This design comes from an exercise in tuning for small area, a short achievable clock period and few clock cycles per item on the open sky130 flow, not from production work.
At most, simulation tests tie the RTL to the original design; equivalence was not proved.

==> flow/design.v (excerpt) <==
module k_nn #(
    parameter NUMBER_ELEMENTS = 6,
    parameter DATA_WIDTH = 32,
    parameter CLASS_WIDTH = 8
)(
    input  wire                     clk,
    input  wire                     rst,  
    output reg                      m_axis_tvalid,
    input  wire                     m_axis_tready,
    output wire [DATA_WIDTH-1:0]    m_axis_tdata,
    output wire                     m_axis_tlast,
    input  wire                     s_axis_tvalid,
    output wire                     s_axis_tready,
    input  wire [DATA_WIDTH-1:0]    s_axis_tdata,
    input  wire                     s_axis_tlast,
    output wire [DATA_WIDTH-1:0]    distance_result
);
    reg         full;
    wire        en = !full;
    reg         busy;
    reg  [2:0]  idx;
    reg  [15:0] qx, qy;
    assign s_axis_tready = en && (!busy || idx == NUMBER_ELEMENTS-1);
    wire accept = s_axis_tvalid && s_axis_tready;
    always @(posedge clk) begin
        if (!rst) begin
            busy <= 1'b0;
            idx  <= 3'd0;
        end else if (accept) begin
            busy <= 1'b1;
            idx  <= 3'd0;
        end else if (en && busy) begin
            if (idx == NUMBER_ELEMENTS-1)
                busy <= 1'b0;
            else
                idx <= idx + 3'd1;
        end
    end
    always @(posedge clk) begin
        if (s_axis_tready) begin
            qx <= s_axis_tdata[15:0];
  ...
For scale: ~100 I/O pins, ~0.045 mm^2 of cells after synthesis.
make LEC_CHECK=0 ABC_CLOCK_PERIOD_IN_PS=1900 CAP_MARGIN=20 CORE_MARGIN=2 CORE_UTILIZATION=40 SLEW_MARGIN=20 finish   # period 9.0 ns
run.sh (not shown) runs the stock make flow with config.mk's settings and CLKGATE_MAP_FILE= SYNTH_SCRIPT=/design/flow/synth_recipe.tcl, a recipe that flattens the netlist after the stock synthesis.
Rerun with:
==> flow/flow/run.sh (new file) <==
#!/bin/bash
# Standard ORFS layout (the standard.sh, unchanged synthesis), with the
# resizer's setup repair aimed below the 9 ns clock: repair_timing keeps
# working until setup slack reaches SETUP_SLACK_MARGIN.
set -euo pipefail
bash standard.sh SETUP_SLACK_MARGIN=${MARGIN:-6.2} finish > standard.log 2>&1
==> flow/standard.sh (new file) <==
#!/bin/bash
# synth_recipe.tcl (not shown) runs the flow's synth.tcl, then flattens the netlist and writes it again
# the make line also repeats each setting of config.mk as NAME=value (left out here)
make -C /OpenROAD-flow-scripts/flow DESIGN_CONFIG=/design/flow/config.mk WORK_HOME=/design/flow/orfs CLKGATE_MAP_FILE= SYNTH_SCRIPT=/design/flow/synth_recipe.tcl "${@:-finish}"
removed: flow/run.sh
Die area is unchanged.
Fmax climbs by 36%.
Count of clock-buffer cells in the layout shrinks by 3.
Sequential cell count does not change.
No run of this note included a check of the RTL's function; only the layout flow was run.

========
Another version of the RTL of k_nn (not shown whole).
Size in the first run: about 3600 cells after synthesis, roughly 100 I/O pins, roughly 0.046 mm2 of cells after synthesis.
Settings: LEC_CHECK=0, ABC_CLOCK_PERIOD_IN_PS=1900, CAP_MARGIN=20, CORE_MARGIN=2, CORE_UTILIZATION=60, PLACE_DENSITY=0.75, SLEW_MARGIN=20; clock period 9.0 ns.
standard.sh (not shown) runs the stock make flow with config.mk's settings and CLKGATE_MAP_FILE= SYNTH_SCRIPT=/design/flow/synth_recipe.tcl, a recipe that flattens the netlist after the stock synthesis.
==> flow/flow/run.sh <==
#!/bin/bash
# Standard ORFS layout (the standard.sh, unchanged synthesis), with the
# resizer's setup repair aimed below the 9 ns clock: repair_timing keeps
# working until setup slack reaches SETUP_SLACK_MARGIN.
set -euo pipefail
bash standard.sh SETUP_SLACK_MARGIN=${MARGIN:-5.9} finish > standard.log 2>&1
Testbench counts at the start, summed over its fixed seeds: cycles 7,840, queries 1,280.
Then changed:
--- a/flow/flow/run.sh
+++ b/flow/flow/run.sh
@@ -4,3 +4,3 @@
 # working until setup slack reaches SETUP_SLACK_MARGIN.
 set -euo pipefail
-bash standard.sh SETUP_SLACK_MARGIN=${MARGIN:-5.9} finish > standard.log 2>&1
+bash standard.sh SETUP_SLACK_MARGIN=${MARGIN:-6.2} finish > standard.log 2>&1
Settings changed: CORE_UTILIZATION 60 to 40, PLACE_DENSITY 0.75 to unset.
The new run produced a clean layout.
Utilization came out lower by 20 points.
Wire length grows by about 5%.
Clock-buffer cell count grows by 8.
Setup slack improved by 0.016 ns.
Final cell count grows by about 14%.
Global-route usage shrinks by 6.6 points.

========
== main ==
k_nn, a different RTL version from the one above (not shown whole).
For scale: about 3600 cells after synthesis, ~960 flip-flops, ~100 I/O pins.
Design k_nn, start of the top module:
module k_nn #(
    parameter NUMBER_ELEMENTS = 6,
    parameter DATA_WIDTH = 32,
    parameter CLASS_WIDTH = 8,
    parameter NS = 5
)(
    input  wire                     clk,
    input  wire                     rst,  
    output reg                      m_axis_tvalid,
    input  wire                     m_axis_tready,
    output wire [DATA_WIDTH-1:0]    m_axis_tdata,
    output reg                      m_axis_tlast,
    input  wire                     s_axis_tvalid,
    output wire                     s_axis_tready,
    input  wire [DATA_WIDTH-1:0]    s_axis_tdata,
    input  wire                     s_axis_tlast,
    output wire [DATA_WIDTH-1:0]    distance_result
);
clock: 9.0 ns
lec_check: 0
abc_clock_period_in_ps: 1900
cap_margin: 20
core_margin: 2
core_utilization: 40
cts_cluster_diameter: 120
cts_cluster_size: 26
slew_margin: 20
==> flow/flow/run.sh <==
#!/bin/bash
# Standard ORFS layout (the standard.sh, unchanged synthesis), with the
# resizer's setup repair aimed below the 9 ns clock: repair_timing keeps
# working until setup slack reaches SETUP_SLACK_MARGIN.
set -euo pipefail
bash standard.sh SETUP_SLACK_MARGIN=${MARGIN:-6.15} finish > standard.log 2>&1
Testbench counts of main, summed over its fixed seeds: cycles 7,832, queries 1,280.
The inputs of the feature branch differ from those of main as listed below.
diff --git a/flow/flow/run.sh b/flow/flow/run.sh
--- a/flow/flow/run.sh
+++ b/flow/flow/run.sh
@@ -4,3 +4,3 @@
 # working until setup slack reaches SETUP_SLACK_MARGIN.
 set -euo pipefail
-bash standard.sh SETUP_SLACK_MARGIN=${MARGIN:-6.15} finish > standard.log 2>&1
+bash standard.sh SETUP_SLACK_MARGIN=${MARGIN:-5.9} finish > standard.log 2>&1
Findings:
- The feature branch closes out successfully: all stages finished, all timing, DRC and antenna checks passed.
- For number of port buffers, the feature branch and main come out practically identical.
- In the feature branch relative to main, detail-routed net length per standard cell had gone down by a few percent.
- Going from main to the feature branch, area of all placed cells without fillers lower, worst slew slack as a fraction of its limit lower.
- Relative to main, wire length of the first global-routing pass has decreased by 5300 um in the feature branch.
- main -> the feature branch: proportion of synthesized area in mux cells delta 0, exact match
- Diff main -> the feature branch: post-detailed-routing wire length fell by 5.3%.

========
the baseline:
k_nn with an RTL version that a note above also has.
Size: ~3500 cells after synthesis, roughly 45000 sq um of cells after synthesis.
Settings: LEC_CHECK=0, ABC_CLOCK_PERIOD_IN_PS=1900, CAP_MARGIN=20, CORE_MARGIN=2, CORE_UTILIZATION=40, SETUP_SLACK_MARGIN=5, SLEW_MARGIN=20; clock period 9.0 ns.
run.sh (not shown) runs the stock make flow with config.mk's settings and CLKGATE_MAP_FILE= SYNTH_SCRIPT=/design/flow/synth_recipe.tcl, a recipe that flattens the netlist after the stock synthesis.
Stock flow here: none of the scripts above is used.
The baseline went all the way through the flow, and no timing, DRC or antenna check failed.
Input changes introduced in the candidate (baseline for comparison: the baseline):
- SETUP_SLACK_MARGIN: 5 -> unset
- CORE_UTILIZATION: 40 -> 60
- PLACE_DENSITY: unset -> 0.7
### Flow results
- The candidate against the baseline: area used by multi-input combinational logic decreased by 100 sq um relative to the old numbers, post-route clock period utilization now larger, sequential share of layout area now larger.
- Critical path's slowest cell = dfxtp_2: the baseline; critical path's slowest cell = clkdlybuf4s50_1: the candidate
Function was not checked in any run of this note: the RTL went through the layout flow alone.

========
k_nn with an RTL version that a note above also has.
Size: ~3600 cells after synthesis, roughly 870 flip-flops, about 100 I/O pins, roughly 0.046 sq mm of cells after synthesis.
Settings: LEC_CHECK=0, ABC_CLOCK_PERIOD_IN_PS=1900, CAP_MARGIN=20, CORE_MARGIN=2, CORE_UTILIZATION=40, CTS_CLUSTER_DIAMETER=120, CTS_CLUSTER_SIZE=26, SLEW_MARGIN=20; clock period 9.0 ns.
standard.sh (not shown) runs the stock make flow with config.mk's settings and CLKGATE_MAP_FILE= SYNTH_SCRIPT=/design/flow/synth_recipe.tcl, a recipe that flattens the netlist after the stock synthesis.
==> flow/flow/run.sh <==
#!/bin/bash
# Standard ORFS layout (the standard.sh, unchanged synthesis), with the
# resizer's setup repair aimed below the 9 ns clock: repair_timing keeps
# working until setup slack reaches SETUP_SLACK_MARGIN.
set -euo pipefail
bash standard.sh SETUP_SLACK_MARGIN=${MARGIN:-6.05} finish > standard.log 2>&1
Testbench counts at the start, summed over its fixed seeds: cycles 7,840, queries 1,280.
==> next run, changes <==
--- a/flow/flow/run.sh
+++ b/flow/flow/run.sh
@@ -5,2 +5,2 @@
 set -euo pipefail
-bash standard.sh SETUP_SLACK_MARGIN=${MARGIN:-6.05} finish > standard.log 2>&1
+bash standard.sh SETUP_SLACK_MARGIN=${MARGIN:-5.9} finish > standard.log 2>&1
Effect: Cell area went down by 1.4%. Clock skew went down by 0.016 ns. Routed wire length went down by 0.30%. Critical path depth stays the same. Clock-buffer cell count went down by 1.
==> next run, changes <==
--- a/flow/flow/run.sh
+++ b/flow/flow/run.sh
@@ -5,2 +5,2 @@
 set -euo pipefail
-bash standard.sh SETUP_SLACK_MARGIN=${MARGIN:-5.9} finish > standard.log 2>&1
+bash standard.sh SETUP_SLACK_MARGIN=${MARGIN:-5.5} finish > standard.log 2>&1
--- a/flow/config.mk
+++ b/flow/config.mk
@@ -11,4 +11,2 @@
 export CORE_UTILIZATION = 40
-export CTS_CLUSTER_DIAMETER = 120
-export CTS_CLUSTER_SIZE = 26
 export SLEW_MARGIN = 20
Result:
- cell count rose by 0.40%
- setup slack degrades by 0.31 ns
- via count is about the same
- die area stays the same
- cell area rose by 1.6%
- worst hold slack degrades by 0.0057 ns
- count of clock-buffer cells in the layout rose by 67
==> next run, changes <==
--- a/flow/flow/run.sh
+++ b/flow/flow/run.sh
@@ -5,2 +5,2 @@
 set -euo pipefail
-bash standard.sh SETUP_SLACK_MARGIN=${MARGIN:-5.5} finish > standard.log 2>&1
+bash standard.sh SETUP_SLACK_MARGIN=${MARGIN:-5.9} finish > standard.log 2>&1
After rerunning: Area after synthesis is unchanged; final cell count came out higher by 1.7%; core utilization rose by 0.98 points; via count climbs by 1.4%; die area stays the same; first-iteration DRC count is higher by 8.9%.
==> next run, changes <==
--- a/flow/config.mk
+++ b/flow/config.mk
@@ -7,3 +7,3 @@
 export LEC_CHECK = 0
-export ABC_CLOCK_PERIOD_IN_PS = 1900
+export ABC_CLOCK_PERIOD_IN_PS = 2500
 export CAP_MARGIN = 20
=>
- core utilization stays the same
- maximum frequency is unchanged
- area after synthesis does not change
- routed wire length stays the same
- global-route usage stays the same

-- separate check: timing with driven ports --
The results above use ideal ports. As a check the final layouts listed here were re-extracted and re-timed, cells and wires unchanged.
Step 1 sets driving cells, clkbuf_16 on the clock port and buf_2 on the other inputs (assumed; they add their load-dependent delay and slew).
Step 2 adds t to the input delays and takes it off the output delays; t is the mean of the earliest and latest rising clock arrival at the registers after step 1. Input paths then give back, and output paths get back, about the clock's delay inside the block.
Three values: no drivers, after step 1, after step 2; two values: the first two.
run | t, ns | setup slack, ns | latest minus earliest clock arrival (ns)
the first run of note 1 | 0.715 | 4.321 / 4.254 / 4.535 | 0.061 / 0.061
the second run of note 1 | 0.719 | 5.560 / 5.521 / 5.560 | 0.037 / 0.038
the first run of note 2 | 0.702 | 5.871 / 5.871 / 5.390 | 0.018 / 0.018
the second run of note 2 | 0.727 | 5.886 / 5.880 / 5.642 | 0.089 / 0.090
main | 0.676 | 5.910 / 5.846 / 5.490 | 0.054 / 0.054
the feature branch | 0.676 | 5.894 / 5.892 / 5.287 | 0.051 / 0.052
the baseline | 0.715 | 5.186 / 5.116 / 5.206 | 0.038 / 0.038
the candidate | 0.676 | 4.323 / 4.262 / 4.498 | 0.026 / 0.026
the first run of note 5 | 0.674 | 5.895 / 5.895 / 5.657 | 0.044 / 0.043
the second run of note 5 | 0.665 | 5.897 / 5.897 / 5.388 | 0.031 / 0.031
the third run of note 5 | 0.698 | 5.588 / 5.563 / 5.375 | 0.034 / 0.034
the fourth run of note 5 | 0.704 | 5.886 / 5.886 / 5.388 | 0.029 / 0.029
the fifth run of note 5 | 0.704 | 5.886 / 5.886 / 5.388 | 0.029 / 0.029
After both steps every run listed still meets setup and hold. The setup slack of the feature branch, which loses most, moves by -0.002 ns with the drivers and by -0.607 ns with both steps.
